Context: an optimization exercise on an open-source flow, tuned for small area. The choices shown serve that exercise and are no tape-out recipe.
At most, simulation tests tie the RTL to the original design; equivalence was not proved.
For runs 2 and 6, only the layout was checked, not whether the RTL still works.

<file path="design.v">
`timescale 1ns/1ps
module linear_transfomation (
	input			clock,
	input			rst_n,
	input			cal_begin,
	output			cal_valid,
	input  [11:0]	indata,
	output [11:0]	outdata,
	input  [11:0]	C00, C01, C02, C03, C04, C05, C06, C07, C08,
	input  [11:0]	C09, C10, C11, C12, C13, C14, C15, C16
);
reg  [3:0]	cnt;		 
wire		ready = cnt[3] & cnt[0];
always @(posedge clock, negedge rst_n)
	if (~rst_n)			cnt <= 4'd0;
	else if (ready)		cnt <= cal_begin ? 4'd0 : 4'd9;
	else				cnt <= cnt + 4'd1;
assign cal_valid = ready & ~cal_begin;
reg [11:0]	x;
always @(posedge clock) x <= indata;
wire		full	= ~|x[7:0] & |x[11:8];
wire [3:0]	s		= x[11:8] - {3'd0, full};
wire [2:0]	j		= s[3:1];
wire [3:0]	e		= {1'b0, j} + {3'd0, s[0]};
reg [11:0]	codd, ceven;
always @(*) begin
	case (j)
	3'd0: codd = C01;
	3'd1: codd = C03;
	3'd2: codd = C05;
	3'd3: codd = C07;
	3'd4: codd = C09;
	3'd5: codd = C11;
	3'd6: codd = C13;
	default: codd = C15;
	endcase
	case (e)
	4'd0: ceven = C00;
	4'd1: ceven = C02;
	4'd2: ceven = C04;
	4'd3: ceven = C06;
	4'd4: ceven = C08;
	4'd5: ceven = C10;
	4'd6: ceven = C12;
	4'd7: ceven = C14;
	default: ceven = C16;
	endcase
end
wire [11:0]	c_lo	= s[0] ? codd  : ceven;
wire [11:0]	c_hi	= s[0] ? ceven : codd;
wire [11:0]	dc		= c_hi - c_lo;
reg [11:0]	c1;
reg [7:0]	d1, u1;
reg			full1;
always @(posedge clock) begin
	c1		<= c_lo;
	d1		<= dc[11:4];
	u1		<= x[7:0];
	full1	<= full;
end
wire [15:0]	p		= full1 ? {d1, 8'd0} : u1 * d1;
wire [11:0]	a		= {p[15:5], |p[4:2]};
reg [11:0]	c2, a2;
always @(posedge clock) begin
	c2 <= c1;
	a2 <= a;
end
reg [11:0]	y4, y5, y6;
always @(posedge clock) begin
	y4 <= c2 + a2;
	y5 <= y4;
	y6 <= y5;
end
assign outdata = y6;
endmodule
</file>
<file path="flow/run.sh">
#!/bin/bash
# Standard layout, with the port buffers made from the smallest buffer cell.
export BUFFER_PORTS_ARGS="-buffer_cell sky130_fd_sc_hd__buf_1"
bash standard.sh > standard.log 2>&1
</file>
<file path="standard.sh">
#!/bin/bash
# synth_recipe.tcl (not shown) runs the flow's synth.tcl, then flattens the netlist and writes it again
# the make line also repeats each setting of config.mk as NAME=value (left out here)
make -C /OpenROAD-flow-scripts/flow DESIGN_CONFIG=/design/flow/config.mk WORK_HOME=/design/flow/orfs CLKGATE_MAP_FILE= SYNTH_SCRIPT=/design/flow/synth_recipe.tcl "${@:-finish}"
</file>
<file path="config.mk">
export PLATFORM = sky130hd
export DESIGN_NAME = linear_transfomation
export DESIGN_NICKNAME = linear_transfomation
export VERILOG_FILES = /design/flow/design.v
export SDC_FILE = /design/flow/constraint.sdc
export NUM_CORES = 4
export LEC_CHECK = 0
export ABC_AREA = 0
export CAP_MARGIN = 20
export CORE_MARGIN = 2
export CORE_UTILIZATION = 40
export PLACE_DENSITY = 0.6
export SLEW_MARGIN = 20
</file>
<file path="constraint.sdc">
create_clock -name core_clock -period 5.5 [get_ports {clock}]
set_input_delay 1.1000 -clock core_clock [delete_from_list [all_inputs] [get_ports {clock}]]
set_output_delay 1.1000 -clock core_clock [all_outputs]
set_load 0.01 [all_outputs]
</file>
==> results of run 1 <==
[placed cells by master (no fill, tap or decap), types with 5 or more instances in the layout]
master       n
a21oi_1     17
nor2b_1      7
fa_1        37
mux2i_1     17
nand2b_1     8
nand4_1     11
xnor2_1     19
buf_4       27
dfxtp_1    101
nand2_1     58
a31oi_1      6
clkbuf_16    9
and3_1       5
mux2_2      11
nor2_1      40
ha_1        58
a22o_1      10
a21o_1       7
nand3_1     15
and2_1      38
a22oi_1     51
a221oi_1    22
o22ai_1      6
o21ai_0     26
buf_1      231
inv_1       66
xor2_1      11
nor3_1       9
[flip-flops by register name, summed over array words and instances (netlist names)]
name,cells
a2,12
c1,12
c2,12
x,12
y4,12
y5,12
y6,12
d1,8
u1,8
cnt,4
full1,1
[metrics by stage]
step	hold WS (ns)	std cells	setup slack (ns)
3_5_place_dp	0.312	1206	0.0689
6_report	0.321	1226	0.367
2_1_floorplan	0.310	756	-0.000428
3_3_place_gp	0.311	1206	0.117
5_1_grt	0.324	1226	-0.0510
4_1_cts	0.323	1222	0.0105
[per-layer routing]
metal,vias up,part of all wire
li1,3186,-
met1,3009,0.42
met2,249,0.50
met3,35,0.052
met4,0,0.033
met5,-,0
[final cells by class]
class                   instances  area, µm²  share of cell area
clock buffers                   9        225              0.0259
clock inverters                 7       91.3              0.0105
multi-input cells             554       4650               0.535
inverters                      67        251              0.0289
flip-flops and latches        105       2120               0.244
diodes                          1       2.50            0.000288
repair buffers                258       1070               0.123
well taps                     225        282              0.0324
[path summary, 6_finish.rpt]
path,depth (start not counted),slack (ns),end
worst max-delay path,25,0.37,d1[7]
worst min-delay path,0,0.32,c2[6]
worst max register to register,25,0.37,d1[7]
worst min register to register,0,0.32,c2[6]
max in group asynchronous,1,4.75,cnt[1]
min in group asynchronous,1,0.56,cnt[0]
[cell families after synthesis]
kind of cell	count (synthesis)	synth area share
and+or+nand+nor	209	0.147
AOI/OAI and AO/OA	183	0.193
DFF	105	0.300
adders and majority gates	98	0.213
buffers and inverters	97	0.0538
xor gates and xnor gates	32	0.0396
muxes	32	0.0543
[repair_timing]
item	4_1_cts	5_1_grt
hold buffers	0	0
setup buffers	0	3
endpoints found under the setup margin	0	7
gates resized for setup	0	14
==> key figures, run 1 <==
Worst setup path
  – Reg2reg start: x[0]
  – Critical path's slowest cell: or3b_2
  – Worst path top cell family by delay: simple AND/OR/NAND/NOR gates
  – CP endpoint kind: flip-flop
  – Worst path required time: between 5 and 6 ns
  – Worst Setup SP: x[0]
  – Worst setup SP type: flip-flop
  – Crit path kind: flip-flop to flip-flop
  – CP arrival: 5.37 ns
  – Worst Path Buf+Inv: 2
  – CP most frequent cell: nand2_1
  – Crit path largest cell delay: 0.45 ns
  – Worst Path Max Fanout: 7

Synthesis
  – Yosys cell types: 66
  – Top_reg_cell synth: dfxtp_1
  – Ys async rst share: 0.0381
  – Yosys top cell area share: 0.286
  – Most frequent cell after synthesis: dfxtp_1
  – Synth area leader: dfxtp_1
  – Post-Synthesis Cells: about 760
  – FF+latch count, synth: 105
  – Synth top cells by count: dfxtp_1, inv_1, ha_1
  – Syn Nets: 1073
  – Seq/Total Area, Yosys: 0.300
  – Mapped Avg Cell Area: 9.36 µm²
  – Main area contributors after synthesis: dfxtp_1, ha_1, fa_1
  – Post-synth EDFFs: 0
  – Synthesized area: slightly above 0.007 mm²
  – Yosys warns: 1

Cells and area
  – Fillers: around 1700
  – Post-layout net count: 1312
  – Layout cell share with drive strength beyond 1: 0.0850
  – Layout Area Growth over Synthesis: 22.9%
  – Non-Filler Cell Area, Final: 0.00870 mm²
  – Final Util: 0.503

Worst hold path
  – Worst Hold Class: flip-flop to flip-flop
  – HP Start: c1[6]

Flow run
  – Max-cap violations: 0

Global routing
  – GRT Overall Usage: 0.219
  – First-pass GRT wire length: roughly 32 mm
  – GRT met1 Usage: 0.264
  – Vias in the first global route: about 6400
  – GR Layer Usage met2: 0.386
  – Most Crowded Layer GR: met2
  – Initial antenna violation count: 1
  – Met3 Resource Use GR: 0.0374
  – Largest net degree at the start of global routing: 26
  – Gr ovfl total: 0

Floorplanning
  – Core box area: 0.0173 mm²
  – I/O Pins: 232
  – Die ar.: between 0.015 and 0.02 mm²
  – Initial Util: 0.409
  – FP Rows: 48
  – Die H: 137 µm
  – Die width: roughly 140 µm

Detailed routing
  – Via density: approximately 5.3
  – Pre-antenna DRT Iters: 5
  – Drt total wl: 20.0 mm
  – Iter 0 DRT Violations: 393
  – DRC: 0
  – Antenna viol nets, final: 0
  – Routed len/inst: 16.3 µm
  – DR vias: 6479

STA
  – Fin. Hold Viols: 0
  – Post-route clock period utilization: 0.933
  – Clock Skew: 0.0115 ns
  – Final min period: 5.13 ns
  – Max Fclk: 195 MHz
  – Worst rel slew slack: 0.505
  – Post-Route Setup TNS: 0 ns
  – Worst-margin pin slew: a little over 0.7 ns
  – Count of final setup violators: 0
  – Slew Viols, Final: 0

Placement
  – Port-buffer cells: 231
  – Dpl cell area: a little over 0.008 mm²
  – GP Congestion: 0.933
  – DP HPWL: 16.7 mm

Clock tree
  – Clock tree buffer depth: 2
  – CTS clk-pin slew, worst paths: 0.08 ns
  – Later-pin clock latency in the skew report: 0.35 ns
  – Num CTS Buffers: 9
  – CTS tree: built
  – H-Tree Depth: 3
  – Clk root buf: clkbuf_16
  – Clock net sink count: 105

Outcome
  – Status: complete, no violations
==> run 2: changes to the inputs <==
--- a/design.v
+++ b/design.v
@@ -58,16 +58,13 @@
 	u1		<= x[7:0];
 	full1	<= full;
 end
-wire [15:0]	p		= full1 ? {d1, 8'd0} : u1 * d1;
-wire [11:0]	a		= {p[15:5], |p[4:2]};
-reg [11:0]	c2, a2;
+wire [15:0]	m		= u1 * d1 + {d1 & {8{full1}}, 8'd0}
+					+ {c1[11:1], c1[0], c1[0], c1[0], 2'b00};
+wire [4:0]	pl		= u1[4:0] * d1[4:0];
+reg [11:0]	y3, y4, y5, y6;
 always @(posedge clock) begin
-	c2 <= c1;
-	a2 <= a;
-end
-reg [11:0]	y4, y5, y6;
-always @(posedge clock) begin
-	y4 <= c2 + a2;
+	y3 <= {m[15:5], c1[0] ^ (|pl[4:2])};
+	y4 <= y3;
 	y5 <= y4;
 	y6 <= y5;
 end
==> run 2 against run 1 <==
  * Sequential cell count fell by 12
  * Sequential share of layout area decreased by 2.8 points
  * Largest cell class unchanged
  * Critical path depth is 5 lower
  * Setup slack better by 0.075 ns
  * Hold slack gained 0.0043 ns
  * Design area rose by 0.27%
  * Critical endpoint unchanged
  * Still clean on timing, DRC and antenna
  * Via count is 2.1% lower
==> key figures, run 2 <==
Cells and area
  – Area occupied by multi-input gates: 0.00484 mm² (+4.1%)
  – Fillers: 1838 (+9.0%)
  – Layout Area Growth over Synthesis: 21.2%
  – Layout cell share with drive strength beyond 1: 0.0833 (-0.00175)
  – Post-layout net count: 1344 (+2.4%)
  – Most common cell after layout, fill and taps aside: buf_1
  – Most frequent cells in the layout: buf_1, inv_1, nand2_1, dfxtp_1, fa_1
  – Register Area: 0.00188 mm² (-11%)
  – Inserted Diodes: 0 (-1)

Worst setup path
  – Worst Path Max Fanout: 13 (+6)
  – Worst setup SP type: flip-flop
  – CP endpoint kind: flip-flop
  – Worst Path Buf+Inv: 1 (-1)
  – Crit path kind: flip-flop to flip-flop
  – Worst path top cell family by delay: compound AO/OA/AOI/OAI gates
  – Worst path required time: 5.73 ns (about the same)
  – Critical path's slowest cell: ha_2
  – CP Cell Sequence: nor4_1 -> nand2_1 -> a21oi_1 -> ha_2 -> xnor2_2 -> clkinv_1 -> ha_2 -> ha_2 -> mux4_2 -> a22o_1 -> a21oi_1 -> mux2_2 -> ha_1 -> a21o_1 -> a21oi_1 -> nand4bb_1 -> a41oi_2 -> o31ai_2 -> o41ai_2 -> xnor2_1
  – CP arrival: 5.29 ns (-0.08 ns)
  – Crit path largest cell delay: 0.50 ns (+0.05 ns)

Detailed routing
  – Routed len/inst: 16.6 µm (+1.5%)
  – Via density: 5.07 (-4.0%)
  – Antenna viol nets, final: 0 (unchanged)
  – DR vias: 6343 (-2.1%)
  – Iter 0 DRT Violations: 260 (-34%)
  – Met1 WL: 8.11 mm (-2.6%)
  – Met2 wire length: 10.8 mm (+8.5%)
  – DRC: 0 (unchanged)
  – Pre-antenna DRT Iters: 4 (-1)
  – Drt total wl: 20.7 mm (+3.4%)
  – Detail Route met3 WL: 970 µm (-6.0%)
  – Highest Signal Layer: met4

Clock tree
  – H-Tree Depth: 3 (unchanged)
  – Clock tree buffer depth: 2 (unchanged)
  – Resized Gates After CTS: 0 (unchanged)
  – Setup bufs post-CTS: 0 (unchanged)
  – Clk root buf: clkbuf_16
  – Clock net sink count: 93 (-11%)
  – CTS tree: built
  – Later-pin clock latency in the skew report: 0.34 ns (about the same)
  – Num CTS Buffers: 9 (unchanged)
  – Hold-fix buffers at CTS: 0 (unchanged)
  – CTS clk-pin slew, worst paths: 0.07 ns (about the same)

Synthesis
  – Proportion of synthesized area in mux cells: 0.0929 (+0.0386)
  – FF+latch count, synth: 93 (-11%)
  – Mapped Avg Cell Area: 9.26 µm² (-1.1%)
  – Main combinational cell family by area after synthesis: adder cells
  – XOR/XNOR share of the synthesized area: 0.0447 (+0.00509)
  – Yosys cell types: 64 (-3.0%)
  – Syn Nets: 1105 (+3.0%)
  – Seq/Total Area, Yosys: 0.262 (-0.0383)
  – Compound-gate portion of the synthesized area: 0.129 (-0.0632)
  – Synth area leader: dfxtp_1
  – Post-synth EDFFs: 0 (unchanged)
  – Simple-Gate Fraction of Synth Area: 0.155 (+0.00821)
  – Yosys warns: 1 (unchanged)
  – Main area contributors after synthesis: dfxtp_1, fa_1, ha_1
  – Most frequent cell after synthesis: inv_1
  – Ys async rst share: 0.0430 (+0.00492)
  – Top_reg_cell synth: dfxtp_1
  – Synth top cells by count: inv_1, nand2_1, dfxtp_1
  – Yosys top cell area share: 0.248 (-0.0381)
  – Synthesized area: 0.00719 mm² (+1.7%)
  – Adder-Cell Fraction of Synth Area: 0.249 (+0.0365)
  – Post-Synthesis Cells: 777 (+2.8%)

Global routing
  – GRT Overall Usage: 0.219 (about the same)
  – Vias in the first global route: 6639 (+3.6%)
  – Initial antenna violation count: 0 (-1)
  – First-pass GRT wire length: 33.5 mm (+5.4%)
  – Largest net degree at the start of global routing: 20 (-23%)
  – Gr ovfl total: 0 (unchanged)

Floorplanning
  – Die width: 138 µm (+0.81%)
  – I/O Pins: 232 (unchanged)
  – Core box area: 0.0178 mm² (+2.8%)
  – FP Rows: 49 (+2.1%)
  – Initial Util: 0.405 (-0.00449)
  – Die H: 138 µm (+0.81%)
  – Die ar.: 0.0191 mm² (+1.6%)

STA
  – Slew Viols, Final: 0 (unchanged)
  – Final min period: 5.06 ns (-0.0755 ns)
  – Post-route clock period utilization: 0.920 (-0.0137)
  – Count of final setup violators: 0 (unchanged)
  – Fin. Hold Viols: 0 (unchanged)
  – Worst-margin pin slew: 0.832 ns (+0.108 ns)
  – Max Fclk: 198 MHz (+1.5%)
  – Clock Skew: 0.0101 ns (-0.00133 ns)
  – RSZ-0062 raised after global routing: no
  – Worst rel slew slack: 0.441 (-0.0640)
  – Post-Route Setup TNS: 0 ns (unchanged)

Placement
  – Port-buffer cells: 231 (unchanged)
  – GP Congestion: 0.908 (-2.6%)
  – DP HPWL: 17.6 mm (+5.1%)

Outcome
  – Status: complete, no violations

Worst hold path
  – Worst Hold Class: flip-flop to flip-flop

Flow run
  – Max-cap violations: 0 (unchanged)
run 2: changes by cell type in the layout (fill, tap and decap cells not counted), sizes merged, moves of 12 or more:
| cell | previous run | this run |
|---|---|---|
| a22oi | 53 | 11 |
| nand2 | 58 | 95 |
| inv | 70 | 101 |
| fa | 37 | 57 |
| a221oi | 22 | 3 |
| a21oi | 18 | 36 |
| dfxtp | 101 | 89 |
| mux4 | 4 | 16 |
run 2: layer usage:
layer / vias up / track usage
li1: 3101 / -
met1: 2981 / 0.249
met2: 218 / 0.406
met3: 43 / 0.0336
met4: 0 / 0.0972
met5: - / 0
run 2: layout make-up:
| class | count | share of cell area |
|---|---|---|
| clock buffers | 11 | 0.0267 |
| clock inverters | 5 | 0.00746 |
| inverters | 98 | 0.0422 |
| multi-input cells | 560 | 0.556 |
| flip-flops and latches | 93 | 0.216 |
| well taps | 229 | 0.0329 |
| repair buffers | 254 | 0.119 |
run 2: final timing paths:
check                       from  endpoint  slack [ns]  cells after the start
max reg2reg                 x[0]     d1[7]        0.44                     20
max in group asynchronous  rst_n    cnt[0]        4.75                      1
min                        y4[2]     y5[2]        0.33                      0
max                         x[0]     d1[7]        0.44                     20
min in group asynchronous  rst_n    cnt[2]        0.57                      1
min reg2reg                y4[2]     y5[2]        0.33                      0
run 2: logic make-up after synthesis:
family          after synthesis
simple gates                229
compound gates              142
buf+inv                     124
fa+ha+maj                   109
flops                        93
mux                          45
xor+xnor                     35
run 2: stage by stage:
stage / instance area (µm²) / std cells / utilization / hold slack (ns) / worst slack, ns
after global placement: 8410 / 1234 / 0.473 / 0.310 / 0.339
after detailed placement: 8410 / 1234 / 0.473 / 0.312 / 0.207
after floorplan: 7190 / 777 / - / 0.310 / 0.0723
after CTS: 8710 / 1250 / 0.490 / 0.327 / 0.218
after global routing: 8720 / 1250 / 0.490 / 0.329 / 0.00429
final: 8720 / 1250 / 0.490 / 0.326 / 0.442
==> run 3: changes to the inputs <==
--- a/design.v
+++ b/design.v
@@ -58,13 +58,16 @@
 	u1		<= x[7:0];
 	full1	<= full;
 end
-wire [15:0]	m		= u1 * d1 + {d1 & {8{full1}}, 8'd0}
-					+ {c1[11:1], c1[0], c1[0], c1[0], 2'b00};
-wire [4:0]	pl		= u1[4:0] * d1[4:0];
-reg [11:0]	y3, y4, y5, y6;
+wire [15:0]	p		= full1 ? {d1, 8'd0} : u1 * d1;
+wire [11:0]	a		= {p[15:5], |p[4:2]};
+reg [11:0]	c2, a2;
 always @(posedge clock) begin
-	y3 <= {m[15:5], c1[0] ^ (|pl[4:2])};
-	y4 <= y3;
+	c2 <= c1;
+	a2 <= a;
+end
+reg [11:0]	y4, y5, y6;
+always @(posedge clock) begin
+	y4 <= c2 + a2;
 	y5 <= y4;
 	y6 <= y5;
 end
==> flow/run.sh (replaced) <==
#!/bin/bash
# Standard layout, with the port buffers made from the smallest buffer cell,
# a clock tree of small buffers without dummy loads, and power (area)
# recovery on paths with positive slack.
export BUFFER_PORTS_ARGS="-buffer_cell sky130_fd_sc_hd__buf_1"
export CTS_ARGS="-sink_clustering_enable -repair_clock_nets -dont_use_dummy_load -buf_list {sky130_fd_sc_hd__clkbuf_4 sky130_fd_sc_hd__clkbuf_8}"
export RECOVER_POWER=100
bash standard.sh > standard.log 2>&1
==> run 3 against run 2 <==
  * Routed wire length fell by 3.7%
  * Setup slack got worse by 0.070 ns
  * Count of clock-buffer cells in the layout fell by 2
  * Design area fell by 2.5%
  * Critical path type unchanged
==> key figures, run 3 <==
Clock tree
  – Clock net sink count: 105 (+13%)
  – CTS tree: built
  – Later-pin clock latency in the skew report: 0.38 ns (+0.04 ns)
  – Clock tree buffer depth: 2 (unchanged)
  – Clk root buf: clkbuf_8
  – H-Tree Depth: 3 (unchanged)
  – Num CTS Buffers: 9 (unchanged)
  – CTS clk-pin slew, worst paths: 0.09 ns (+0.02 ns)

STA
  – Post-Route Setup TNS: 0 ns (unchanged)
  – Count of final setup violators: 0 (unchanged)
  – Slew Viols, Final: 0 (unchanged)
  – Max Fclk: 195 MHz (-1.4%)
  – Worst rel slew slack: 0.495 (+0.0548)
  – Clock Skew: 0.0502 ns (+0.0401 ns)
  – Final hold slack: 0.288 ns (-0.0382 ns)
  – Final min period: 5.13 ns (+0.0699 ns)
  – Post-route clock period utilization: 0.932 (+0.0127)
  – Fin. Hold Viols: 0 (unchanged)
  – Worst-margin pin slew: 0.738 ns (-0.0942 ns)

Detailed routing
  – Met1 WL: 8.27 mm (+2.0%)
  – Antenna viol nets, final: 0 (unchanged)
  – Pre-antenna DRT Iters: 7 (+3)
  – Met2 wire length: 9.87 mm (-9.0%)
  – DR vias: 6438 (+1.5%)
  – Highest Signal Layer: met4
  – Drt total wl: 20.0 mm (-3.7%)
  – Routed len/inst: 16.4 µm (-1.3%)
  – DRC: 0 (unchanged)
  – Via density: 5.28 (+4.1%)
  – Iter 0 DRT Violations: 406 (+56%)
  – Detail Route met3 WL: 1.08 mm (+11%)

Synthesis
  – Synth area leader: dfxtp_1
  – FF+latch count, synth: 105 (+13%)
  – Post-Synthesis Cells: 756 (-2.7%)
  – Top_reg_cell synth: dfxtp_1
  – Syn Nets: 1073 (-2.9%)
  – Post-synth EDFFs: 0 (unchanged)
  – Yosys warns: 1 (unchanged)
  – Mapped Avg Cell Area: 9.36 µm² (+1.1%)
  – Main area contributors after synthesis: dfxtp_1, ha_1, fa_1
  – Seq/Total Area, Yosys: 0.300 (+0.0383)
  – Ys async rst share: 0.0381 (-0.00492)
  – Synth top cells by count: dfxtp_1, inv_1, ha_1
  – Synthesized area: 0.00707 mm² (-1.6%)
  – Yosys cell types: 66 (+3.1%)
  – Yosys top cell area share: 0.286 (+0.0381)
  – Most frequent cell after synthesis: dfxtp_1

Cells and area
  – Most common cell after layout, fill and taps aside: buf_1
  – Most frequent cells in the layout: buf_1, dfxtp_1, inv_1, nand2_1, ha_1
  – Layout Area Growth over Synthesis: 20.2%
  – Layout cell share with drive strength beyond 1: 0.0785 (-0.00470)
  – Fillers: 1707 (-7.1%)
  – Register Area: 0.00212 mm² (+13%)
  – Post-layout net count: 1312 (-2.4%)
  – Area occupied by multi-input gates: 0.00465 mm² (-4.0%)

Global routing
  – First-pass GRT wire length: 31.6 mm (-5.7%)
  – Vias in the first global route: 6381 (-3.9%)
  – GRT Overall Usage: 0.217 (-0.00167)
  – Initial antenna violation count: 1 (+1)
  – Largest net degree at the start of global routing: 26 (+30%)
  – Gr ovfl total: 0 (unchanged)

Floorplanning
  – I/O Pins: 232 (unchanged)
  – Die ar.: 0.0188 mm² (-1.6%)
  – Die width: 137 µm (-0.80%)
  – Die H: 137 µm (-0.80%)
  – Core box area: 0.0173 mm² (-2.7%)
  – FP Rows: 48 (-2.0%)
  – Initial Util: 0.409 (+0.00449)

Worst setup path
  – CP endpoint kind: flip-flop
  – Crit path largest cell delay: 0.45 ns (-0.05 ns)
  – Worst Path Max Fanout: 7 (-6)
  – CP most frequent cell: nand2_1
  – Worst Path Buf+Inv: 2 (+1)
  – CP arrival: 5.38 ns (+0.09 ns)
  – Worst setup SP type: flip-flop
  – Worst path required time: 5.75 ns (+0.02 ns)
  – Crit path kind: flip-flop to flip-flop
  – Critical path's slowest cell: or3b_2
  – Worst path top cell family by delay: simple AND/OR/NAND/NOR gates

Outcome
  – Status: complete, no violations

Worst hold path
  – Worst Hold Class: flip-flop to flip-flop

Placement
  – DP HPWL: 16.7 mm (-4.8%)
  – Port-buffer cells: 231 (unchanged)
  – GP Congestion: 0.933 (+2.7%)

Flow run
  – Max-cap violations: 0 (unchanged)
## run 3: cell count changes after synthesis, moves of 7 or more
cell      delta
fa_1        -20
a22oi_1     +41
nand2_1     -35
ha_1         +9
dfxtp_1     +12
a21oi_1     -18
nor2_1       +8
a31oi_1      -8
a22o_1       +7
a221oi_1    +19
and2_1       -7
mux4_2      -12
nand4_1      +9
inv_1       -30
## run 3: cell type report
class / count / area share
repair buffers: 258 / 0.126
well taps: 225 / 0.0331
multi-input cells: 554 / 0.547
diodes: 1 / 0.000294
clock buffers: 9 / 0.0146
inverters: 67 / 0.0296
flip-flops and latches: 105 / 0.250
## run 3: layer usage
| layer | vias to the layer above | global-route usage |
|---|---|---|
| li1 | 3171 | - |
| met1 | 2966 | 0.263 |
| met2 | 261 | 0.382 |
| met3 | 40 | 0.0341 |
| met4 | 0 | 0.0911 |
| met5 | - | 0 |
## run 3: path summary, 6_finish.rpt
path                            cells past startpoint  slack, ns  start  endpoint
min in group asynchronous                           1       0.55  rst_n    cnt[0]
worst max-delay path                               25       0.37   x[0]     d1[7]
worst max register to register                     25       0.37   x[0]     d1[7]
worst min-delay path                                0       0.29  c1[6]     c2[6]
max in group asynchronous                           1       4.75  rst_n    cnt[1]
worst min register to register                      0       0.29  c1[6]     c2[6]
## run 3: cells by family after synthesis
kind of cell | count (synthesis) | synth area share
AO/OA/AOI/OAI | 183 | 0.193
buffers and inverters | 97 | 0.0538
adder cells (fa/ha/maj) | 98 | 0.213
multiplexers | 32 | 0.0543
flip-flops | 105 | 0.300
XOR/XNOR | 32 | 0.0396
AND/OR/NAND/NOR | 209 | 0.147
## run 3: through the flow
stage                     area [µm²]  setup slack [ns]  utilization  instances
final                           8500             0.372        0.492       1219
after global routing            8500           -0.0528        0.492       1219
after CTS                       8410            0.0390        0.486       1215
after detailed placement        8280            0.0689        0.479       1206
after global placement          8280             0.117        0.479       1206
after floorplan                 7090         -0.000428            -        756
## run 3: repair_timing
item	CTS	global route
endpoints found under the setup margin	0	7
hold buffers	0	0
buffers inserted	0	3
gates resized for setup	0	14
==> run 4: changes to the inputs <==
==> flow/run.sh (replaced) <==
#!/bin/bash
# Standard layout, with the port buffers made from the smallest buffer cell,
# a clock tree of small buffers without dummy loads, and power (area)
# recovery on paths with positive slack.
export BUFFER_PORTS_ARGS="-buffer_cell sky130_fd_sc_hd__buf_1"
export CTS_ARGS="-sink_clustering_enable -repair_clock_nets -dont_use_dummy_load -sink_clustering_size 30 -buf_list {sky130_fd_sc_hd__clkbuf_4 sky130_fd_sc_hd__clkbuf_8}"
export RECOVER_POWER=100
bash standard.sh > standard.log 2>&1
--- a/config.mk
+++ b/config.mk
@@ -9,5 +9,6 @@
 export CAP_MARGIN = 20
 export CORE_MARGIN = 2
 export CORE_UTILIZATION = 40
+export GPL_TIMING_DRIVEN = 0
 export PLACE_DENSITY = 0.6
 export SLEW_MARGIN = 20
==> run 4 against run 3 <==
  * Highest routed layer unchanged
  * Largest cell class unchanged
  * Still clean
  * Register-to-register slack lost 0.24 ns
  * Count of clock-buffer cells in the layout unchanged
  * Die area unchanged
  * Routed wire length shrank 0.46%
  * Via count rose by 1.3%
  * Fmax decreased by 4.4%
  * Design area rose by 4.2%
==> key figures, run 4 <==
Synthesis
  – FF+latch count, synth: 105 (unchanged)
  – Top_reg_cell synth: dfxtp_1
  – Mapped Avg Cell Area: 9.36 µm² (unchanged)
  – Synthesized area: 0.00707 mm² (unchanged)
  – Post-synth EDFFs: 0 (unchanged)
  – Synth area leader: dfxtp_1
  – Yosys top cell area share: 0.286 (unchanged)
  – Seq/Total Area, Yosys: 0.300 (unchanged)
  – Yosys warns: 1 (unchanged)
  – Syn Nets: 1073 (unchanged)
  – Ys async rst share: 0.0381 (unchanged)
  – Post-Synthesis Cells: 756 (unchanged)
  – Synth top cells by count: dfxtp_1, inv_1, ha_1
  – Main area contributors after synthesis: dfxtp_1, ha_1, fa_1
  – Yosys cell types: 66 (unchanged)
  – Most frequent cell after synthesis: dfxtp_1

Cells and area
  – Layout Area Growth over Synthesis: 25.3%
  – Post-layout net count: 1336 (+1.8%)
  – Inserted Diodes: 0 (-1)
  – Most common cell after layout, fill and taps aside: buf_1
  – Non-Filler Cell Area, Final: 0.00886 mm² (+4.2%)
  – Most frequent cells in the layout: buf_1, dfxtp_1, inv_1, nand2_1, ha_1
  – Layout cell share with drive strength beyond 1: 0.111 (+0.0326)
  – Non-filler instance count after layout: 1242 (+1.9%)
  – Final Util: 0.512 (+0.0208)

Worst setup path
  – CP endpoint kind: flip-flop
  – Crit path kind: flip-flop to flip-flop
  – Reg2Reg Depth: 25 (unchanged)
  – Critical path's slowest cell: or3b_4
  – CP arrival: 5.60 ns (+0.22 ns)
  – Worst Path Max Fanout: 10 (+3)
  – Reg2reg start: x[11]
  – Crit path largest cell delay: 0.39 ns (-0.06 ns)
  – Worst setup SP type: flip-flop
  – Worst Setup SP: x[11]
  – Worst Path Buf+Inv: 4 (+2)
  – Worst path top cell family by delay: compound AO/OA/AOI/OAI gates
  – CP most frequent cell: ha_4
  – Worst path required time: 5.74 ns (about the same)
  – R2r endpoint: d1[6]
  – Worst reg2reg setup slack: 0.13 ns (-0.24 ns)

Floorplanning
  – Initial Util: 0.409 (unchanged)
  – Die H: 137 µm (unchanged)
  – FP Rows: 48 (unchanged)
  – Die ar.: 0.0188 mm² (unchanged)
  – Die width: 137 µm (unchanged)
  – Core box area: 0.0173 mm² (unchanged)
  – I/O Pins: 232 (unchanged)

Detailed routing
  – Iter 0 DRT Violations: 460 (+13%)
  – Via density: 5.25 (-0.60%)
  – Antenna viol nets, final: 0 (unchanged)
  – Routed len/inst: 16.0 µm (-2.3%)
  – DRC: 0 (unchanged)
  – DR vias: 6520 (+1.3%)
  – Pre-antenna DRT Iters: 8 (+1)
  – Drt total wl: 19.9 mm (-0.46%)

STA
  – Final min period: 5.37 ns (+0.238 ns)
  – Worst rel slew slack: 0.286 (-0.209)
  – Post-route clock period utilization: 0.976 (+0.0432)
  – Count of final setup violators: 0 (unchanged)
  – Worst-margin pin slew: 1.07 ns (+0.332 ns)
  – Slew Viols, Final: 0 (unchanged)
  – Fin. Hold Viols: 0 (unchanged)
  – Clock Skew: 0.0468 ns (-0.00340 ns)
  – Post-Route Setup TNS: 0 ns (unchanged)
  – Max Fclk: 186 MHz (-4.4%)

Clock tree
  – Clock tree buffer depth: 2 (unchanged)
  – Clock net sink count: 105 (unchanged)
  – H-Tree Depth: 3 (unchanged)
  – Num CTS Buffers: 9 (unchanged)
  – CTS clk-pin slew, worst paths: 0.11 ns (+0.02 ns)
  – CTS tree: built
  – Later-pin clock latency in the skew report: 0.38 ns (about the same)
  – Clk root buf: clkbuf_8

Global routing
  – Gr ovfl total: 0 (unchanged)
  – GRT Overall Usage: 0.213 (-0.00393)
  – Vias in the first global route: 6548 (+2.6%)
  – Initial antenna violation count: 0 (-1)
  – Largest net degree at the start of global routing: 22 (-15%)
  – First-pass GRT wire length: 31.0 mm (-2.0%)

Placement
  – DP HPWL: 16.0 mm (-4.3%)
  – Dpl cell area: 0.00824 mm² (-0.53%)
  – GP Congestion: 0.960 (+2.9%)
  – Port-buffer cells: 231 (unchanged)
  – Placed cells: 1212 (+0.50%)

Worst hold path
  – Worst Hold Class: flip-flop to flip-flop
  – HP Start: y4[8]
  – Hold endpoint: y5[8]
  – Hold path cells: 0 (unchanged)

Flow run
  – Max-cap violations: 0 (unchanged)

Outcome
  – Status: complete, no violations
run 4: cell counts after synthesis:
No cell type changed its count.
run 4: final cells by class:
class	count	area, µm²
multi-input cells	554	4850
clock buffers	9	124
inverters	67	251
flip-flops and latches	105	2130
well taps	225	282
fillers	1711	8430
repair buffers	256	1050
plain buffers	26	173
run 4: through the flow:
stage	hold slack, ns	worst slack, ns
after floorplan	0.310	-0.000428
after global placement	0.310	-1.19
after detailed placement	0.312	-1.14
after CTS	0.285	0.00129
after global routing	0.281	-0.0335
final	0.283	0.135
run 4: what timing repair did:
action,in CTS,in global routing
setup endpoints to repair,8,7
buffers inserted,14,11
hold buffers,0,0
pin swaps,18,23
gates resized for setup,53,31
run 4: worst max-delay path by stage:
stage	cells past startpoint	to	slack [ns]
6_report	25	d1[6]	0.13
3_3_place_gp	25	d1[6]	-1.19
3_5_place_dp	25	d1[6]	-1.14
5_1_grt	27	d1[6]	-0.03
4_1_cts	26	d1[7]	0.001
2_1_floorplan	28	d1[6]	-0.0004
run 4: kinds of logic after synthesis:
family | after synthesis | share of synthesized area
buf+inv | 97 | 0.0538
simple gates | 209 | 0.147
mux | 32 | 0.0543
xor+xnor | 32 | 0.0396
fa+ha+maj | 98 | 0.213
compound gates | 183 | 0.193
flops | 105 | 0.300
run 4: layer usage:
| layer | wire [µm] | vias up | global-route usage |
|---|---|---|---|
| li1 | - | 3214 | - |
| met1 | 8070 | 3018 | 0.246 |
| met2 | 10000 | 250 | 0.388 |
| met3 | 1100 | 38 | 0.0348 |
| met4 | 663 | 0 | 0.0905 |
| met5 | 0 | - | 0 |
==> run 5: changes to the inputs <==
--- a/config.mk
+++ b/config.mk
@@ -8,7 +8,7 @@
 export ABC_AREA = 0
 export CAP_MARGIN = 20
 export CORE_MARGIN = 2
-export CORE_UTILIZATION = 40
+export CORE_UTILIZATION = 55
 export GPL_TIMING_DRIVEN = 0
-export PLACE_DENSITY = 0.6
+export PLACE_DENSITY = 0.7
 export SLEW_MARGIN = 20
==> run 5 against run 4 <==
  * Highest routed layer unchanged
  * Core utilization up 19 points
  * Critical path type unchanged
  * Register-to-register slack improved by 0.03 ns
  * Critical path depth increased by 2
  * First-iteration DRC count shrank 12%
  * Count of clock-buffer cells in the layout is the same
  * Largest cell class unchanged
  * Die area decreased by 27%
  * Routed wire length fell by 1.9%
  * Hold slack better by 0.038 ns
  * Setup slack better by 0.025 ns
==> key figures, run 5 <==
Outcome
  – Status: complete, no violations

Synthesis
  – Post-synth EDFFs: 0 (unchanged)
  – Seq/Total Area, Yosys: 0.300 (unchanged)
  – Synthesized area: 0.00707 mm² (unchanged)
  – Synth area leader: dfxtp_1
  – Syn Nets: 1073 (unchanged)
  – Synth top cells by count: dfxtp_1, inv_1, ha_1
  – Yosys top cell area share: 0.286 (unchanged)
  – FF+latch count, synth: 105 (unchanged)
  – Yosys cell types: 66 (unchanged)
  – Most frequent cell after synthesis: dfxtp_1
  – Main area contributors after synthesis: dfxtp_1, ha_1, fa_1
  – Post-Synthesis Cells: 756 (unchanged)
  – Yosys warns: 1 (unchanged)
  – Ys async rst share: 0.0381 (unchanged)
  – Mapped Avg Cell Area: 9.36 µm² (unchanged)
  – Top_reg_cell synth: dfxtp_1

Clock tree
  – H-Tree Depth: 3 (unchanged)
  – Later-pin clock latency in the skew report: 0.38 ns (about the same)
  – CTS tree: built
  – Clock tree buffer depth: 2 (unchanged)
  – CTS clk-pin slew, worst paths: 0.08 ns (-0.03 ns)
  – Clk root buf: clkbuf_8
  – Clock net sink count: 105 (unchanged)
  – Num CTS Buffers: 9 (unchanged)

Cells and area
  – Layout Area Growth over Synthesis: 24.6%
  – Most frequent cells in the layout: buf_1, dfxtp_1, inv_1, nand2_1, ha_1
  – Post-layout net count: 1334 (-0.15%)
  – Most common cell after layout, fill and taps aside: buf_1
  – Layout cell share with drive strength beyond 1: 0.114 (+0.00317)
  – Non-filler instance count after layout: 1189 (-4.3%)

Worst setup path
  – Critical path's slowest cell: o311a_4
  – Worst path required time: 5.75 ns (about the same)
  – Reg2reg start: x[11]
  – CP most frequent cell: ha_4
  – CP arrival: 5.59 ns (about the same)
  – Worst Path Max Fanout: 10 (unchanged)
  – Worst Setup SP: x[11]
  – Reg2Reg Depth: 27 (+8.0%)
  – Crit path kind: flip-flop to flip-flop
  – R2r endpoint: d1[6]
  – Worst setup SP type: flip-flop
  – CP endpoint kind: flip-flop
  – End of the critical path: d1[6]
  – Crit path largest cell delay: 0.38 ns (about the same)
  – Worst reg2reg setup slack: 0.16 ns (+0.03 ns)

Floorplanning
  – Die ar.: 0.0138 mm² (-27%)
  – Initial Util: 0.563 (+0.154)
  – Die H: 117 µm (-14%)
  – I/O Pins: 232 (unchanged)
  – Die width: 117 µm (-14%)
  – Core box area: 0.0126 mm² (-27%)
  – FP Rows: 41 (-15%)

Detailed routing
  – Via density: 5.54 (+5.5%)
  – Pre-antenna DRT Iters: 6 (-2)
  – Iter 0 DRT Violations: 403 (-12%)
  – DR vias: 6583 (+0.97%)
  – Drt total wl: 19.5 mm (-1.9%)
  – Antenna viol nets, final: 0 (unchanged)
  – DRC: 0 (unchanged)
  – Routed len/inst: 16.4 µm (+2.5%)

STA
  – Clock Skew: 0.0324 ns (-0.0144 ns)
  – Slew Viols, Final: 0 (unchanged)
  – Final min period: 5.34 ns (-0.0253 ns)
  – Post-Route Setup TNS: 0 ns (unchanged)
  – Post-route clock period utilization: 0.971 (-0.00459)
  – Worst setup margin: 0.160 ns (+0.0253 ns)
  – Worst rel slew slack: 0.340 (+0.0538)
  – Fin. Hold Viols: 0 (unchanged)
  – Max Fclk: 187 MHz (+0.47%)
  – Count of final setup violators: 0 (unchanged)
  – Final hold slack: 0.321 ns (+0.0379 ns)
  – Worst-margin pin slew: 0.990 ns (-0.0807 ns)

Global routing
  – First-pass GRT wire length: 31.1 mm (+0.29%)
  – Gr ovfl total: 0 (unchanged)
  – Initial antenna violation count: 2 (+2)
  – Largest net degree at the start of global routing: 21 (-4.5%)
  – Vias in the first global route: 6496 (-0.79%)
  – GRT Overall Usage: 0.282 (+0.0683)

Placement
  – GP Congestion: 0.944 (-1.7%)
  – DP HPWL: 15.8 mm (-1.4%)
  – Pre-CTS setup slack: -0.986 ns (+0.155 ns)
  – Placed cells: 1159 (-4.4%)
  – Port-buffer cells: 231 (unchanged)

Worst hold path
  – Worst Hold Class: flip-flop to flip-flop
  – HP Start: c1[6]

Flow run
  – Max-cap violations: 0 (unchanged)
## run 5: changes by cell type in the layout (fill, tap and decap cells not counted), moves of 2 or more
cell,delta
clkbuf_1,+2
nand2_2,+3
nor4_4,-2
buf_12,+2
nor2_4,+2
diode_2,+2
nor2_1,-2
nor4_2,+2
nand2_1,-3
buf_4,-5
## run 5: what timing repair did
action | 4_1_cts | 5_1_grt
cloned | 0 | 1
pin swaps | 13 | 31
setup buffers | 9 | 12
hold endpoints to repair | 0 | 0
endpoints found under the setup margin | 8 | 6
hold buffers | 0 | 0
gates resized for setup | 48 | 48
## run 5: kinds of logic (layout without fill, tap and decap cells)
| group | count (synthesis) | after routing | synth area share |
|---|---|---|---|
| simple gates | 209 | 209 | 0.147 |
| xor+xnor | 32 | 32 | 0.0396 |
| flops | 105 | 105 | 0.300 |
| fa+ha+maj | 98 | 98 | 0.213 |
| compound gates | 183 | 183 | 0.193 |
| other cells | 0 | 2 | 0 |
| buf+inv | 97 | 356 | 0.0538 |
| mux | 32 | 32 | 0.0543 |
## run 5: worst min path at each step
stage                        to  slack, ns  depth (start not counted)
after floorplan           c2[0]       0.31                          0
after global placement    y6[5]       0.31                          0
after detailed placement  c2[6]       0.31                          0
after CTS                 y5[6]       0.32                          0
after global routing      y5[6]       0.32                          0
final                     c2[6]       0.32                          0
## run 5: worst max-delay path: cells and delay by family (launching register included)
kind,cells,cell delay [ns]
xor+xnor,1,0.16
buf+inv,5,0.65
flops,1,0.35
fa+ha+maj,4,0.89
simple gates,6,1.04
mux,1,0.22
compound gates,10,1.90
## run 5: metrics by stage
| stage | instance area [µm²] | util |
|---|---|---|
| after floorplan | 7090 | - |
| after global placement | 8170 | 0.650 |
| after detailed placement | 8170 | 0.650 |
| after CTS | 8530 | 0.679 |
| after global routing | 8820 | 0.702 |
| final | 8820 | 0.702 |
## run 5: area by class of cell
class / instances / area [µm²]
antenna: 2 / 5.00
inverter: 67 / 254
buffer: 27 / 181
multi-input combinational: 554 / 4870
sequential: 105 / 2130
fill: 1057 / 3750
clock buffer: 9 / 124
timing repair buffer: 253 / 1040
tap: 172 / 215
## run 5: per-layer routing
metal  vias up  routed length, µm  global-route usage
met5         -                  0                   0
met3        67               1300              0.0686
met1      3036               7800               0.334
li1       3217                  -                   -
met4         0                923               0.139
met2       263               9460               0.478
==> run 6: changes to the inputs <==
==> design.v (replaced) <==
`timescale 1ns/1ps
module linear_transfomation (
	input			clock,
	input			rst_n,
	input			cal_begin,
	output			cal_valid,
	input  [11:0]	indata,
	output [11:0]	outdata,
	input  [11:0]	C00, C01, C02, C03, C04, C05, C06, C07, C08,
	input  [11:0]	C09, C10, C11, C12, C13, C14, C15, C16
);
reg  [3:0]	cnt;		 
wire		ready = cnt[3] & cnt[0];
always @(posedge clock, negedge rst_n)
	if (~rst_n)			cnt <= 4'd0;
	else if (ready)		cnt <= cal_begin ? 4'd0 : 4'd9;
	else				cnt <= cnt + 4'd1;
assign cal_valid = ready & ~cal_begin;
reg [11:0]	x;
always @(posedge clock) x <= indata;
wire		full	= ~|x[7:0] & |x[11:8];
wire [3:0]	s		= x[11:8] - {3'd0, full};
wire [2:0]	j		= s[3:1];
wire [3:0]	e		= {1'b0, j} + {3'd0, s[0]};
wire [11:0]	o01		= j[0] ? C03 : C01;
wire [11:0]	o23		= j[0] ? C07 : C05;
wire [11:0]	o45		= j[0] ? C11 : C09;
wire [11:0]	o67		= j[0] ? C15 : C13;
wire [11:0]	o03		= j[1] ? o23 : o01;
wire [11:0]	o47		= j[1] ? o67 : o45;
wire [11:0]	codd	= j[2] ? o47 : o03;
wire [11:0]	e01		= e[0] ? C02 : C00;
wire [11:0]	e23		= e[0] ? C06 : C04;
wire [11:0]	e45		= e[0] ? C10 : C08;
wire [11:0]	e67		= e[0] ? C14 : C12;
wire [11:0]	e03		= e[1] ? e23 : e01;
wire [11:0]	e47		= e[1] ? e67 : e45;
wire [11:0]	ceven	= e[3] ? C16 : e[2] ? e47 : e03;
wire [11:0]	c_lo	= s[0] ? codd  : ceven;
wire [11:0]	t		= codd + ~ceven + {11'd0, ~s[0]};
wire [11:0]	dc		= t ^ {12{s[0]}};
reg [11:0]	c1;
reg [7:0]	d1, u1;
reg			full1;
always @(posedge clock) begin
	c1		<= c_lo;
	d1		<= dc[11:4];
	u1		<= x[7:0];
	full1	<= full;
end
wire [15:0]	m		= u1 * d1 + {d1 & {8{full1}}, 8'd0}
					+ {c1[11:1], c1[0], c1[0], c1[0], 2'b00};
wire [4:0]	pl		= u1[4:0] * d1[4:0];
reg [11:0]	y3, y4, y5, y6;
always @(posedge clock) begin
	y3 <= {m[15:5], c1[0] ^ (|pl[4:2])};
	y4 <= y3;
	y5 <= y4;
	y6 <= y5;
end
assign outdata = y6;
endmodule
==> flow/run.sh (replaced) <==
#!/bin/bash
# Standard layout, with the port buffers made from the smallest buffer cell,
# a clock tree of small buffers without dummy loads, and power (area)
# recovery on paths with positive slack.
export BUFFER_PORTS_ARGS="-buffer_cell sky130_fd_sc_hd__buf_1"
export CTS_ARGS="-sink_clustering_enable -repair_clock_nets -dont_use_dummy_load -buf_list {sky130_fd_sc_hd__clkbuf_4 sky130_fd_sc_hd__clkbuf_8}"
export RECOVER_POWER=100
bash standard.sh > standard.log 2>&1
--- a/config.mk
+++ b/config.mk
@@ -8,7 +8,6 @@
 export ABC_AREA = 0
 export CAP_MARGIN = 20
 export CORE_MARGIN = 2
-export CORE_UTILIZATION = 55
-export GPL_TIMING_DRIVEN = 0
-export PLACE_DENSITY = 0.7
+export CORE_UTILIZATION = 40
+export PLACE_DENSITY = 0.6
 export SLEW_MARGIN = 20
==> run 6 against run 5 <==
  * First-iteration DRC count fell by 42%
  * Clock skew down 0.0085 ns
  * Critical endpoint is now y3[11]
  * Largest cell class unchanged
  * Cell count is 11% lower
  * Sequential cell count fell by 12
  * Synthesized cell count down 19%
==> key figures, run 6 <==
Outcome
  – Status: complete, no violations

Synthesis
  – FF+latch count, synth: 93 (-11%)
  – Main area contributors after synthesis: dfxtp_1, fa_1, mux4_2
  – Ys async rst share: 0.0430 (+0.00492)
  – Post-Synthesis Cells: 610 (-19%)
  – Synthesized area: 0.00685 mm² (-3.2%)
  – Post-synth EDFFs: 0 (unchanged)
  – Most frequent cell after synthesis: dfxtp_1
  – Synth top cells by count: dfxtp_1, inv_1, fa_1
  – Mapped Avg Cell Area: 11.2 µm² (+20%)
  – Yosys cell types: 42 (-36%)
  – Seq/Total Area, Yosys: 0.275 (-0.0251)
  – Top_reg_cell synth: dfxtp_1
  – Yosys warns: 1 (unchanged)
  – Syn Nets: 939 (-12%)
  – Synth area leader: dfxtp_1
  – Yosys top cell area share: 0.260 (-0.0255)

Detailed routing
  – Iter 0 DRT Violations: 234 (-42%)
  – Via density: 4.85 (-12%)
  – Routed len/inst: 16.1 µm (-1.7%)
  – Pre-antenna DRT Iters: 4 (-2)
  – Antenna viol nets, final: 0 (unchanged)
  – DRC: 0 (unchanged)
  – DR vias: 5140 (-22%)
  – Drt total wl: 17.1 mm (-12%)

Clock tree
  – Later-pin clock latency in the skew report: 0.36 ns (-0.02 ns)
  – CTS clk-pin slew, worst paths: 0.08 ns (about the same)
  – Num CTS Buffers: 9 (unchanged)
  – Hold-fix buffers at CTS: 0 (unchanged)
  – Resized Gates After CTS: 0 (-100%)
  – CTS tree: built
  – Clock net sink count: 93 (-11%)
  – Clock tree buffer depth: 2 (unchanged)
  – H-Tree Depth: 3 (unchanged)
  – Clk root buf: clkbuf_8
  – Setup bufs post-CTS: 0 (-9)

Floorplanning
  – FP Rows: 47 (+15%)
  – Core box area: 0.0166 mm² (+32%)
  – I/O Pins: 232 (unchanged)
  – Die ar.: 0.0182 mm² (+32%)
  – Die H: 135 µm (+15%)
  – Initial Util: 0.411 (-0.152)
  – Die width: 135 µm (+15%)

Worst hold path
  – Worst Hold Class: flip-flop to flip-flop
  – HP Start: y3[8]

STA
  – Post-route clock period utilization: 0.923 (-0.0481)
  – Slew Viols, Final: 0 (unchanged)
  – Worst rel slew slack: 0.611 (+0.271)
  – Clock Skew: 0.0239 ns (-0.00846 ns)
  – Count of final setup violators: 0 (unchanged)
  – RSZ-0062 raised after global routing: no
  – Fin. Hold Viols: 0 (unchanged)
  – Final min period: 5.08 ns (-0.264 ns)
  – Post-Route Setup TNS: 0 ns (unchanged)
  – Max Fclk: 197 MHz (+5.2%)
  – Worst-margin pin slew: 0.583 ns (-0.407 ns)

Cells and area
  – Most frequent cells in the layout: buf_1, dfxtp_1, inv_1, fa_1, ha_1
  – Non-filler instance count after layout: 1060 (-11%)
  – Fillers: 1587 (+50%)
  – Non-Filler Cell Area, Final: 0.00811 mm² (-8.0%)
  – Layout cell share with drive strength beyond 1: 0.100 (-0.0143)
  – Post-layout net count: 1171 (-12%)
  – Inserted Diodes: 0 (-2)
  – Layout Area Growth over Synthesis: 18.5%
  – Most common cell after layout, fill and taps aside: buf_1

Global routing
  – Gr ovfl total: 0 (unchanged)
  – Initial antenna violation count: 0 (-2)
  – Vias in the first global route: 5438 (-16%)
  – Largest net degree at the start of global routing: 33 (+57%)
  – First-pass GRT wire length: 26.8 mm (-14%)
  – GRT Overall Usage: 0.193 (-0.0888)

Placement
  – DP HPWL: 15.0 mm (-5.1%)
  – Placed cells: 1051 (-9.3%)
  – GP Congestion: 0.892 (-5.5%)
  – Dpl cell area: 0.00799 mm² (-2.2%)
  – Port-buffer cells: 231 (unchanged)

Worst setup path
  – Crit path largest cell delay: 0.51 ns (+0.13 ns)
  – Worst Path Max Fanout: 8 (-2)
  – Worst path required time: 5.73 ns (-0.02 ns)
  – Critical path's slowest cell: fa_1
  – Worst Setup SP: d1[0]
  – CP arrival: 5.31 ns (-0.28 ns)
  – Worst setup SP type: flip-flop
  – Crit path kind: flip-flop to flip-flop
  – CP most frequent cell: fa_1
  – Reg2reg start: d1[0]
  – CP Cell Sequence: nand2_1 -> fa_1 -> inv_1 -> fa_1 -> inv_1 -> fa_1 -> fa_1 -> inv_1 -> ha_1 -> fa_1 -> a21o_1 -> a21oi_1 -> nor2b_1 -> o21a_1 -> o41ai_1 -> o21ai_0 -> xnor2_1
  – CP endpoint kind: flip-flop
  – Worst reg2reg setup slack: 0.42 ns (+0.26 ns)

Flow run
  – Max-cap violations: 0 (unchanged)
[run 6: final cells by class]
cell class / instances / area, µm² / share of cell area
timing repair buffer: 241 / 951 / 0.117
clock buffer: 9 / 124 / 0.0153
inverter: 87 / 327 / 0.0403
multi-input combinational: 410 / 4550 / 0.561
sequential: 93 / 1880 / 0.232
tap: 220 / 275 / 0.0339
[run 6: routing by layer]
metal  share of wire  track usage  vias up
li1                -            -     2516
met1            0.41        0.228     2440
met2            0.53        0.358      171
met3           0.056       0.0447       13
met4          0.0097       0.0363        0
met5               0            0        -
[run 6: final timing paths]
kind                       cells past startpoint     end
max reg2reg                                   17  y3[11]
min in group asynchronous                      1  cnt[0]
max in group asynchronous                      1  cnt[1]
min                                            0   y4[8]
max                                           17  y3[11]
min reg2reg                                    0   y4[8]
[run 6: critical path, delay by kind of cell, from the launching register on]
kind,cells,cell delay [ns]
AOI/OAI and AO/OA,5,1.25
xor gates and xnor gates,1,0.15
adders and majority gates,6,2.70
buffers and inverters,3,0.15
DFF,1,0.49
and+or+nand+nor,2,0.20
[run 6: cells by family (layout without fill, tap and decap cells)]
family,Yosys count,after routing,synth area share
flip-flops,93,93,0.275
multiplexers,73,73,0.199
adder cells (fa/ha/maj),110,110,0.264
AO/OA/AOI/OAI,61,61,0.0559
XOR/XNOR,40,40,0.0554
buffers and inverters,107,337,0.0600
AND/OR/NAND/NOR,126,126,0.0910
[run 6: stage by stage]
step / hold WS (ns) / utilization / setup slack, ns
2_1_floorplan: 0.310 / - / 0.354
4_1_cts: 0.326 / 0.488 / 0.366
6_report: 0.323 / 0.487 / 0.424
5_1_grt: 0.329 / 0.487 / 0.0343
3_5_place_dp: 0.312 / 0.480 / 0.406
3_3_place_gp: 0.310 / 0.480 / 0.497
==> run 7: changes to the inputs <==
--- a/design.v
+++ b/design.v
@@ -48,12 +48,11 @@
 	u1		<= x[7:0];
 	full1	<= full;
 end
-wire [15:0]	m		= u1 * d1 + {d1 & {8{full1}}, 8'd0}
-					+ {c1[11:1], c1[0], c1[0], c1[0], 2'b00};
-wire [4:0]	pl		= u1[4:0] * d1[4:0];
+wire [15:0]	p		= full1 ? {d1, 8'd0} : u1 * d1;
+wire [11:0]	a		= {p[15:5], |p[4:2]};
 reg [11:0]	y3, y4, y5, y6;
 always @(posedge clock) begin
-	y3 <= {m[15:5], c1[0] ^ (|pl[4:2])};
+	y3 <= c1 + a;
 	y4 <= y3;
 	y5 <= y4;
 	y6 <= y5;
--- a/config.mk
+++ b/config.mk
@@ -8,6 +8,6 @@
 export ABC_AREA = 0
 export CAP_MARGIN = 20
 export CORE_MARGIN = 2
-export CORE_UTILIZATION = 40
-export PLACE_DENSITY = 0.6
+export CORE_UTILIZATION = 55
+export PLACE_DENSITY = 0.7
 export SLEW_MARGIN = 20
==> run 7 against run 6 <==
  * Design area is 1.1% lower
  * Core utilization is 18 points higher
  * Still clean
  * Highest routed layer unchanged
  * Count of clock-buffer cells in the layout stayed put
==> key figures, run 7 <==
Synthesis
  – Post-Synthesis Cells: 632 (+3.6%)
  – Post-synth EDFFs: 0 (unchanged)
  – Yosys top cell area share: 0.262 (+0.00168)
  – Synthesized area: 0.00680 mm² (-0.64%)
  – Top_reg_cell synth: dfxtp_1
  – Main area contributors after synthesis: dfxtp_1, mux4_2, ha_1
  – Synth top cells by count: dfxtp_1, inv_1, ha_1
  – Seq/Total Area, Yosys: 0.277 (+0.00177)
  – Yosys cell types: 47 (+12%)
  – Ys async rst share: 0.0430 (unchanged)
  – FF+latch count, synth: 93 (unchanged)
  – Synth area leader: dfxtp_1
  – Most frequent cell after synthesis: dfxtp_1
  – Syn Nets: 951 (+1.3%)
  – Yosys warns: 1 (unchanged)
  – Mapped Avg Cell Area: 10.8 µm² (-4.1%)

Detailed routing
  – Via density: 5.45 (+12%)
  – Antenna viol nets, final: 0 (unchanged)
  – Drt total wl: 18.2 mm (+6.6%)
  – DRC: 0 (unchanged)
  – Routed len/inst: 17.7 µm (+9.9%)
  – Iter 0 DRT Violations: 404 (+73%)
  – Pre-antenna DRT Iters: 5 (+1)
  – DR vias: 5598 (+8.9%)

Placement
  – Port-buffer cells: 231 (unchanged)
  – GP Congestion: 1.01 (+13%)
  – Pre-CTS setup slack: 0.0632 ns (-0.343 ns)
  – Placed cells: 1018 (-3.1%)
  – DP HPWL: 15.7 mm (+5.1%)

Worst setup path
  – CP arrival: 5.50 ns (+0.19 ns)
  – Reg2reg start: u1[5]
  – Worst reg2reg setup slack: 0.28 ns (-0.14 ns)
  – CP endpoint kind: flip-flop
  – Crit path largest cell delay: 0.54 ns (+0.03 ns)
  – Worst Setup SP: u1[5]
  – CP most frequent cell: fa_1
  – Worst path required time: 5.79 ns (+0.06 ns)
  – Worst setup SP type: flip-flop
  – Critical path's slowest cell: fa_1
  – Crit path kind: flip-flop to flip-flop
  – Worst Path Max Fanout: 8 (unchanged)
  – CP Cell Sequence: nand2_1 -> fa_1 -> fa_1 -> inv_1 -> fa_1 -> inv_1 -> fa_1 -> inv_1 -> ha_1 -> or3_1 -> a21oi_2 -> o21ai_0 -> xnor2_1 -> o21ai_2 -> ha_1 -> a21o_1 -> a21oi_1 -> o21bai_1 -> a41oi_1 -> xnor2_1 -> xnor2_1

Global routing
  – First-pass GRT wire length: 28.8 mm (+7.7%)
  – Largest net degree at the start of global routing: 31 (-6.1%)
  – Initial antenna violation count: 0 (unchanged)
  – Vias in the first global route: 5813 (+6.9%)
  – Gr ovfl total: 0 (unchanged)
  – GRT Overall Usage: 0.289 (+0.0959)

Flow run
  – Max-cap violations: 0 (unchanged)

Worst hold path
  – Worst Hold Class: flip-flop to flip-flop
  – HP Start: y3[6]

STA
  – Worst setup margin: 0.282 ns (-0.142 ns)
  – Worst rel slew slack: 0.378 (-0.233)
  – Worst-margin pin slew: 0.928 ns (+0.345 ns)
  – Final min period: 5.22 ns (+0.142 ns)
  – Max Fclk: 192 MHz (-2.7%)
  – Fin. Hold Viols: 0 (unchanged)
  – Post-Route Setup TNS: 0 ns (unchanged)
  – Clock Skew: 0.0310 ns (+0.00709 ns)
  – Count of final setup violators: 0 (unchanged)
  – Post-route clock period utilization: 0.949 (+0.0259)
  – Slew Viols, Final: 0 (unchanged)
  – RSZ-0062 raised after global routing: no

Cells and area
  – Layout cell share with drive strength beyond 1: 0.118 (+0.0176)
  – Post-layout net count: 1180 (+0.77%)
  – Most frequent cells in the layout: buf_1, dfxtp_1, inv_1, ha_1, and2_1
  – Final Util: 0.665 (+0.177)
  – Layout Area Growth over Synthesis: 17.9%
  – Non-filler instance count after layout: 1028 (-3.0%)
  – Fillers: 974 (-39%)
  – Most common cell after layout, fill and taps aside: buf_1

Clock tree
  – Num CTS Buffers: 9 (unchanged)
  – Clk root buf: clkbuf_8
  – H-Tree Depth: 3 (unchanged)
  – Setup bufs post-CTS: 0 (unchanged)
  – Later-pin clock latency in the skew report: 0.37 ns (about the same)
  – CTS tree: built
  – Hold-fix buffers at CTS: 0 (unchanged)
  – Resized Gates After CTS: 0 (unchanged)
  – Clock net sink count: 93 (unchanged)
  – CTS clk-pin slew, worst paths: 0.09 ns (about the same)
  – Clock tree buffer depth: 2 (unchanged)

Floorplanning
  – Die H: 115 µm (-15%)
  – I/O Pins: 232 (unchanged)
  – FP Rows: 40 (-15%)
  – Die ar.: 0.0133 mm² (-27%)
  – Core box area: 0.0121 mm² (-28%)
  – Initial Util: 0.564 (+0.153)
  – Die width: 115 µm (-15%)

Outcome
  – Status: complete, no violations
## run 7: worst paths after layout
kind | end | cells after the start
max | y3[11] | 21
min | y4[6] | 0
max reg2reg | y3[11] | 21
min reg2reg | y4[6] | 0
max in group asynchronous | cnt[1] | 1
min in group asynchronous | cnt[3] | 1
## run 7: area by class of cell
type | count | area [µm²] | share of cell area
Antenna cell | 1 | 2.50 | 0.000312
Sequential cell | 93 | 1900 | 0.237
Multi-Input combinational cell | 454 | 4620 | 0.576
Timing Repair Buffer | 238 | 920 | 0.115
Inverter | 65 | 244 | 0.0304
Clock buffer | 9 | 124 | 0.0154
Tap cell | 168 | 210 | 0.0262
## run 7: through the flow
| step | hold WS, ns | area, µm² |
|---|---|---|
| floorplan | 0.310 | 6800 |
| global placement | 0.311 | 7850 |
| detailed placement | 0.312 | 7850 |
| CTS | 0.315 | 7970 |
| global route | 0.327 | 8020 |
| finish | 0.319 | 8020 |
## run 7: critical path, delay by kind of cell, from the launching register on
kind,cells,cell delay [ns]
AOI/OAI and AO/OA,7,1.05
xor gates and xnor gates,3,0.51
adders and majority gates,6,2.51
buffers and inverters,3,0.14
DFF,1,0.41
and+or+nand+nor,2,0.50
## run 7: routing by layer
| metal | wire, µm | track usage | vias up |
|---|---|---|---|
| met3 | 1350 | 0.0733 | 32 |
| met5 | 0 | 0 | - |
| met1 | 7300 | 0.353 | 2685 |
| li1 | - | - | 2652 |
| met2 | 9040 | 0.499 | 229 |
| met4 | 511 | 0.0980 | 0 |
## run 7: cell families after synthesis
| logic type | count (synthesis) | share of synthesized area |
|---|---|---|
| AO/OA/AOI/OAI | 94 | 0.0861 |
| AND/OR/NAND/NOR | 147 | 0.113 |
| buffers and inverters | 85 | 0.0482 |
| XOR/XNOR | 39 | 0.0513 |
| flip-flops | 93 | 0.277 |
| multiplexers | 74 | 0.200 |
| adder cells (fa/ha/maj) | 100 | 0.225 |

==> static timing again, ports no longer ideal <==
Ports are ideal in the flow. The routed layouts listed here were re-timed in OpenROAD. Step 1: set_driving_cell puts a clkbuf_16 on clock and a buf_2 on each other input, an assumption about the parent block. Step 2 times the ports against the registers' clock, not the clock port: input delays grow and output delays shrink by t, the midpoint of the rising clock arrivals with the driver on. Three values: ideal, step 1, step 2; two values: the first two.
| run | t, ns | setup WS [ns] | worst setup path after step 2 | cell pins on the clock port's net |
|---|---|---|---|---|
| run 1 | 0.386 | 0.367 / 0.367 / 0.367 | register to register | 1 |
| run 2 | 0.373 | 0.442 / 0.442 / 0.442 | register to register | 1 |
| run 3 | 0.388 | 0.372 / 0.372 / 0.372 | register to register | 1 |
| run 4 | 0.397 | 0.135 / 0.135 / 0.135 | register to register | 1 |
| run 5 | 0.397 | 0.160 / 0.160 / 0.160 | register to register | 1 |
| run 6 | 0.385 | 0.424 / 0.424 / 0.424 | register to register | 1 |
| run 7 | 0.390 | 0.282 / 0.282 / 0.282 | register to register | 1 |
After both steps setup and hold are still met in every run listed.
